Source: an optimization exercise on an open RTL-to-GDS flow (aim: small area). Production flows keep margins and buffers that such runs may drop. Power and IR drop assume default switching activity.

==> inputs of 08-22 <==
Design custom_alu_top, start of the top module:
module custom_alu_top(
    input             CLK,
    input      [31:0] RA,
    input      [31:0] RB,
    input      [4:0]  ALU_OP,
    output reg [31:0] Y,
    output reg        C
    );
==> module custom_alu_row4, before the edit <==
module custom_alu_row4(input [4:0] x, input [4:0] y, input ci, input ms, input en, output [4:0] r, output qo);
    wire [5:0] a_p, a_g;
    assign a_p[0] = 1'b0;
    assign a_g[0] = ci;
    custom_alu_pg a_pg0 (.a(x[0]), .b(y[0]), .p(a_p[1]), .g(a_g[1]));
    custom_alu_pg a_pg1 (.a(x[1]), .b(y[1]), .p(a_p[2]), .g(a_g[2]));
    custom_alu_pg a_pg2 (.a(x[2]), .b(y[2]), .p(a_p[3]), .g(a_g[3]));
    custom_alu_pg a_pg3 (.a(x[3]), .b(y[3]), .p(a_p[4]), .g(a_g[4]));
    custom_alu_pg a_pg4 (.a(x[4]), .b(y[4]), .p(a_p[5]), .g(a_g[5]));
    wire a_G0_1;
    custom_alu_go_ppp_p a_G0_1_u (.gh(a_g[1]), .ph(a_p[1]), .gl(a_g[0]), .g(a_G0_1));
    wire a_G0_3, a_P0_3;
    custom_alu_gp_pppp_n a_G0_3_u (.gh(a_g[3]), .ph(a_p[3]), .gl(a_g[2]), .pl(a_p[2]), .g(a_G0_3), .p(a_P0_3));
    wire a_G0_5, a_P0_5;
    custom_alu_gp_pppp_n a_G0_5_u (.gh(a_g[5]), .ph(a_p[5]), .gl(a_g[4]), .pl(a_p[4]), .g(a_G0_5), .p(a_P0_5));
    wire a_G1_3;
    custom_alu_go_nnp_p a_G1_3_u (.gh(a_G0_3), .ph(a_P0_3), .gl(a_G0_1), .g(a_G1_3));
    wire a_G2_5;
    custom_alu_go_nnp_p a_G2_5_u (.gh(a_G0_5), .ph(a_P0_5), .gl(a_G1_3), .g(a_G2_5));
    wire a_G3_2;
    custom_alu_go_ppp_p a_G3_2_u (.gh(a_g[2]), .ph(a_p[2]), .gl(a_G0_1), .g(a_G3_2));
    wire a_G3_4;
    custom_alu_go_ppp_p a_G3_4_u (.gh(a_g[4]), .ph(a_p[4]), .gl(a_G1_3), .g(a_G3_4));
    wire a_s0 = a_p[1] ^ a_g[0];
    wire a_s1 = a_p[2] ^ a_G0_1;
    wire a_s2 = a_p[3] ^ a_G3_2;
    wire a_s3 = a_p[4] ^ a_G1_3;
    wire a_s4 = a_p[5] ^ a_G3_4;
    assign qo = en & ~(a_G2_5);
    wire sel = ms | qo;
    assign r = ~(sel ? {a_s4, a_s3, a_s2, a_s1, a_s0} : x);    
endmodule
==> module custom_alu_row5, before the edit <==
module custom_alu_row5(input [5:0] x, input [5:0] y, input ci, input ms, input en, output [5:0] r, output qo);
    wire [6:0] a_p, a_g;
    assign a_p[0] = 1'b0;
    assign a_g[0] = ci;
    custom_alu_pg a_pg0 (.a(x[0]), .b(y[0]), .p(a_p[1]), .g(a_g[1]));
    custom_alu_pg a_pg1 (.a(x[1]), .b(y[1]), .p(a_p[2]), .g(a_g[2]));
    custom_alu_pg a_pg2 (.a(x[2]), .b(y[2]), .p(a_p[3]), .g(a_g[3]));
    custom_alu_pg a_pg3 (.a(x[3]), .b(y[3]), .p(a_p[4]), .g(a_g[4]));
    custom_alu_pg a_pg4 (.a(x[4]), .b(y[4]), .p(a_p[5]), .g(a_g[5]));
    custom_alu_pg a_pg5 (.a(x[5]), .b(y[5]), .p(a_p[6]), .g(a_g[6]));
    wire a_G0_1;
    custom_alu_go_ppp_p a_G0_1_u (.gh(a_g[1]), .ph(a_p[1]), .gl(a_g[0]), .g(a_G0_1));
    wire a_G0_3, a_P0_3;
    custom_alu_gp_pppp_n a_G0_3_u (.gh(a_g[3]), .ph(a_p[3]), .gl(a_g[2]), .pl(a_p[2]), .g(a_G0_3), .p(a_P0_3));
    wire a_G0_5, a_P0_5;
    custom_alu_gp_pppp_n a_G0_5_u (.gh(a_g[5]), .ph(a_p[5]), .gl(a_g[4]), .pl(a_p[4]), .g(a_G0_5), .p(a_P0_5));
    wire a_G1_3;
    custom_alu_go_nnp_p a_G1_3_u (.gh(a_G0_3), .ph(a_P0_3), .gl(a_G0_1), .g(a_G1_3));
    wire a_G2_5;
    custom_alu_go_nnp_p a_G2_5_u (.gh(a_G0_5), .ph(a_P0_5), .gl(a_G1_3), .g(a_G2_5));
    wire a_G3_2;
    custom_alu_go_ppp_p a_G3_2_u (.gh(a_g[2]), .ph(a_p[2]), .gl(a_G0_1), .g(a_G3_2));
    wire a_G3_4;
    custom_alu_go_ppp_p a_G3_4_u (.gh(a_g[4]), .ph(a_p[4]), .gl(a_G1_3), .g(a_G3_4));
    wire a_G3_6;
    custom_alu_go_ppp_p a_G3_6_u (.gh(a_g[6]), .ph(a_p[6]), .gl(a_G2_5), .g(a_G3_6));
    wire a_s0 = a_p[1] ^ a_g[0];
    wire a_s1 = a_p[2] ^ a_G0_1;
    wire a_s2 = a_p[3] ^ a_G3_2;
    wire a_s3 = a_p[4] ^ a_G1_3;
    wire a_s4 = a_p[5] ^ a_G3_4;
    wire a_s5 = a_p[6] ^ a_G2_5;
    assign qo = en & (a_G3_6);
    wire sel = ms | qo;
    assign r = ~(sel ? {a_s5, a_s4, a_s3, a_s2, a_s1, a_s0} : x);    
endmodule
clock: 75.0 ns
lec_check: 0
cap_margin: 20
core_margin: 2
core_utilization: 40
cts_cluster_diameter: 60
cts_cluster_size: 10
slew_margin: 20
synth_hierarchical: 1
run.sh (not shown) runs the stock make flow with config.mk's settings and CLKGATE_MAP_FILE= SYNTH_SCRIPT=/design/flow/synth_recipe.tcl, a recipe that flattens the netlist after the stock synthesis.
==> 02-21 (differences from 08-22) <==
--- a/flow/design.v
+++ b/flow/design.v
@@ -464,70 +464,40 @@
 endmodule
 module custom_alu_row4(input [4:0] x, input [4:0] y, input ci, input ms, input en, output [4:0] r, output qo);
-    wire [5:0] a_p, a_g;
-    assign a_p[0] = 1'b0;
-    assign a_g[0] = ci;
-    custom_alu_pg a_pg0 (.a(x[0]), .b(y[0]), .p(a_p[1]), .g(a_g[1]));
-    custom_alu_pg a_pg1 (.a(x[1]), .b(y[1]), .p(a_p[2]), .g(a_g[2]));
-    custom_alu_pg a_pg2 (.a(x[2]), .b(y[2]), .p(a_p[3]), .g(a_g[3]));
-    custom_alu_pg a_pg3 (.a(x[3]), .b(y[3]), .p(a_p[4]), .g(a_g[4]));
-    custom_alu_pg a_pg4 (.a(x[4]), .b(y[4]), .p(a_p[5]), .g(a_g[5]));
-    wire a_G0_1;
-    custom_alu_go_ppp_p a_G0_1_u (.gh(a_g[1]), .ph(a_p[1]), .gl(a_g[0]), .g(a_G0_1));
-    wire a_G0_3, a_P0_3;
-    custom_alu_gp_pppp_n a_G0_3_u (.gh(a_g[3]), .ph(a_p[3]), .gl(a_g[2]), .pl(a_p[2]), .g(a_G0_3), .p(a_P0_3));
-    wire a_G0_5, a_P0_5;
-    custom_alu_gp_pppp_n a_G0_5_u (.gh(a_g[5]), .ph(a_p[5]), .gl(a_g[4]), .pl(a_p[4]), .g(a_G0_5), .p(a_P0_5));
-    wire a_G1_3;
-    custom_alu_go_nnp_p a_G1_3_u (.gh(a_G0_3), .ph(a_P0_3), .gl(a_G0_1), .g(a_G1_3));
-    wire a_G2_5;
-    custom_alu_go_nnp_p a_G2_5_u (.gh(a_G0_5), .ph(a_P0_5), .gl(a_G1_3), .g(a_G2_5));
-    wire a_G3_2;
-    custom_alu_go_ppp_p a_G3_2_u (.gh(a_g[2]), .ph(a_p[2]), .gl(a_G0_1), .g(a_G3_2));
-    wire a_G3_4;
-    custom_alu_go_ppp_p a_G3_4_u (.gh(a_g[4]), .ph(a_p[4]), .gl(a_G1_3), .g(a_G3_4));
-    wire a_s0 = a_p[1] ^ a_g[0];
-    wire a_s1 = a_p[2] ^ a_G0_1;
-    wire a_s2 = a_p[3] ^ a_G3_2;
-    wire a_s3 = a_p[4] ^ a_G1_3;
-    wire a_s4 = a_p[5] ^ a_G3_4;
-    assign qo = en & ~(a_G2_5);
+    wire [5:0] a_c;
+    wire [4:0] a_s;
+    assign a_c[0] = ci;
+    assign a_s[0] = x[0] ^ y[0] ^ a_c[0];
+    assign a_c[1] = (x[0] & y[0]) | (a_c[0] & (x[0] ^ y[0]));
+    assign a_s[1] = x[1] ^ y[1] ^ a_c[1];
+    assign a_c[2] = (x[1] & y[1]) | (a_c[1] & (x[1] ^ y[1]));
+    assign a_s[2] = x[2] ^ y[2] ^ a_c[2];
+    assign a_c[3] = (x[2] & y[2]) | (a_c[2] & (x[2] ^ y[2]));
+    assign a_s[3] = x[3] ^ y[3] ^ a_c[3];
+    assign a_c[4] = (x[3] & y[3]) | (a_c[3] & (x[3] ^ y[3]));
+    assign a_s[4] = x[4] ^ y[4] ^ a_c[4];
+    assign a_c[5] = (x[4] & y[4]) | (a_c[4] & (x[4] ^ y[4]));
+    assign qo = en & ~(a_c[5]);
     wire sel = ms | qo;
-    assign r = ~(sel ? {a_s4, a_s3, a_s2, a_s1, a_s0} : x);    
+    assign r = ~(sel ? {a_s[4], a_s[3], a_s[2], a_s[1], a_s[0]} : x);    
 endmodule
 module custom_alu_row5(input [5:0] x, input [5:0] y, input ci, input ms, input en, output [5:0] r, output qo);
-    wire [6:0] a_p, a_g;
-    assign a_p[0] = 1'b0;
-    assign a_g[0] = ci;
-    custom_alu_pg a_pg0 (.a(x[0]), .b(y[0]), .p(a_p[1]), .g(a_g[1]));
-    custom_alu_pg a_pg1 (.a(x[1]), .b(y[1]), .p(a_p[2]), .g(a_g[2]));
-    custom_alu_pg a_pg2 (.a(x[2]), .b(y[2]), .p(a_p[3]), .g(a_g[3]));
-    custom_alu_pg a_pg3 (.a(x[3]), .b(y[3]), .p(a_p[4]), .g(a_g[4]));
-    custom_alu_pg a_pg4 (.a(x[4]), .b(y[4]), .p(a_p[5]), .g(a_g[5]));
-    custom_alu_pg a_pg5 (.a(x[5]), .b(y[5]), .p(a_p[6]), .g(a_g[6]));
-    wire a_G0_1;
-    custom_alu_go_ppp_p a_G0_1_u (.gh(a_g[1]), .ph(a_p[1]), .gl(a_g[0]), .g(a_G0_1));
-    wire a_G0_3, a_P0_3;
-    custom_alu_gp_pppp_n a_G0_3_u (.gh(a_g[3]), .ph(a_p[3]), .gl(a_g[2]), .pl(a_p[2]), .g(a_G0_3), .p(a_P0_3));
-    wire a_G0_5, a_P0_5;
-    custom_alu_gp_pppp_n a_G0_5_u (.gh(a_g[5]), .ph(a_p[5]), .gl(a_g[4]), .pl(a_p[4]), .g(a_G0_5), .p(a_P0_5));
-    wire a_G1_3;
-    custom_alu_go_nnp_p a_G1_3_u (.gh(a_G0_3), .ph(a_P0_3), .gl(a_G0_1), .g(a_G1_3));
-    wire a_G2_5;
-    custom_alu_go_nnp_p a_G2_5_u (.gh(a_G0_5), .ph(a_P0_5), .gl(a_G1_3), .g(a_G2_5));
-    wire a_G3_2;
-    custom_alu_go_ppp_p a_G3_2_u (.gh(a_g[2]), .ph(a_p[2]), .gl(a_G0_1), .g(a_G3_2));
-    wire a_G3_4;
-    custom_alu_go_ppp_p a_G3_4_u (.gh(a_g[4]), .ph(a_p[4]), .gl(a_G1_3), .g(a_G3_4));
-    wire a_G3_6;
-    custom_alu_go_ppp_p a_G3_6_u (.gh(a_g[6]), .ph(a_p[6]), .gl(a_G2_5), .g(a_G3_6));
-    wire a_s0 = a_p[1] ^ a_g[0];
-    wire a_s1 = a_p[2] ^ a_G0_1;
-    wire a_s2 = a_p[3] ^ a_G3_2;
-    wire a_s3 = a_p[4] ^ a_G1_3;
-    wire a_s4 = a_p[5] ^ a_G3_4;
-    wire a_s5 = a_p[6] ^ a_G2_5;
-    assign qo = en & (a_G3_6);
+    wire [6:0] a_c;
+    wire [5:0] a_s;
+    assign a_c[0] = ci;
+    assign a_s[0] = x[0] ^ y[0] ^ a_c[0];
+    assign a_c[1] = (x[0] & y[0]) | (a_c[0] & (x[0] ^ y[0]));
+    assign a_s[1] = x[1] ^ y[1] ^ a_c[1];
+    assign a_c[2] = (x[1] & y[1]) | (a_c[1] & (x[1] ^ y[1]));
+    assign a_s[2] = x[2] ^ y[2] ^ a_c[2];
+    assign a_c[3] = (x[2] & y[2]) | (a_c[2] & (x[2] ^ y[2]));
+    assign a_s[3] = x[3] ^ y[3] ^ a_c[3];
+    assign a_c[4] = (x[3] & y[3]) | (a_c[3] & (x[3] ^ y[3]));
+    assign a_s[4] = x[4] ^ y[4] ^ a_c[4];
+    assign a_c[5] = (x[4] & y[4]) | (a_c[4] & (x[4] ^ y[4]));
+    assign a_s[5] = x[5] ^ y[5] ^ a_c[5];
+    assign a_c[6] = (x[5] & y[5]) | (a_c[5] & (x[5] ^ y[5]));
+    assign qo = en & (a_c[6]);
     wire sel = ms | qo;
-    assign r = ~(sel ? {a_s5, a_s4, a_s3, a_s2, a_s1, a_s0} : x);    
+    assign r = ~(sel ? {a_s[5], a_s[4], a_s[3], a_s[2], a_s[1], a_s[0]} : x);    
 endmodule
 module custom_alu_row6(input [6:0] x, input [6:0] y, input ci, input ms, input en, output [6:0] r, output qo);
==> impl_results.rst <==
.. list-table::
   :header-rows: 1

   * - Metric
     - Value
   * - Outcome
     - timing/DRC/antenna clean
   * - Final worst-path cycle share
     - 93.3%
   * - Number of diodes
     - 2
   * - Critical path buffer and inverter count
     - 48
   * - Switching power
     - 489 µW
   * - Multi-input gate share of total cell area
     - 82.7%
   * - # nets final
     - 4558
   * - Count of distinct cell types in the synthesized netlist
     - 76
   * - Detailed-router iteration count before antenna repair
     - 6
   * - Worst Hold Endpoint
     - Y[26]
[end of results for 02-21]
==> impl_results.rst <==
.. list-table::
   :header-rows: 1

   * - Metric
     - Value
   * - Most common library cells after synthesis
     - mux2i_1, ha_1, xor2_1
   * - Total DRC errors in the routed layout
     - 0
   * - Count of distinct cell types in the synthesized netlist
     - 75
   * - Critical path buffer and inverter count
     - 50
   * - Final WL
     - 119000 µm
   * - Area used by multi-input combinational logic
     - 29200 µm²
   * - # nets final
     - 4575
   * - Switching power
     - 491 µW
   * - Outcome
     - timing/DRC/antenna clean
   * - Most numerous cell on the critical path
     - o21ai_2
   * - Detailed-router iteration count before antenna repair
     - 8
[end of results for 08-22]
No functional check of the RTL was part of any run of this note.

separate check: timing with driven ports:
Ports are ideal in the flow. The routed layouts listed here were re-timed in OpenROAD.
Step 1 sets driving cells, clkbuf_16 on the clock port and buf_2 on the other inputs (assumed; they add their load-dependent delay and slew).
Step 2 moves the port delays by t, midway between the first and last clock arrival at a register: inputs arrive t later, outputs are due t later. That takes back most of the time a late clock gives input paths.
Slacks: no drivers / after step 1 / after step 2; pairs: no drivers / after step 1.
| run | shift t [ns] | setup WS [ns] | worst setup path after step 2 | worst register clock-pin slew, ns |
|---|---|---|---|---|
| 08-22 | 0.443 | 5.096 / 5.096 / 5.096 | register to register | 0.11 / 0.11 |
| 02-21 | 0.434 | 5.019 / 5.019 / 5.019 | register to register | 0.10 / 0.10 |
After both steps setup and hold are still met in every run listed.
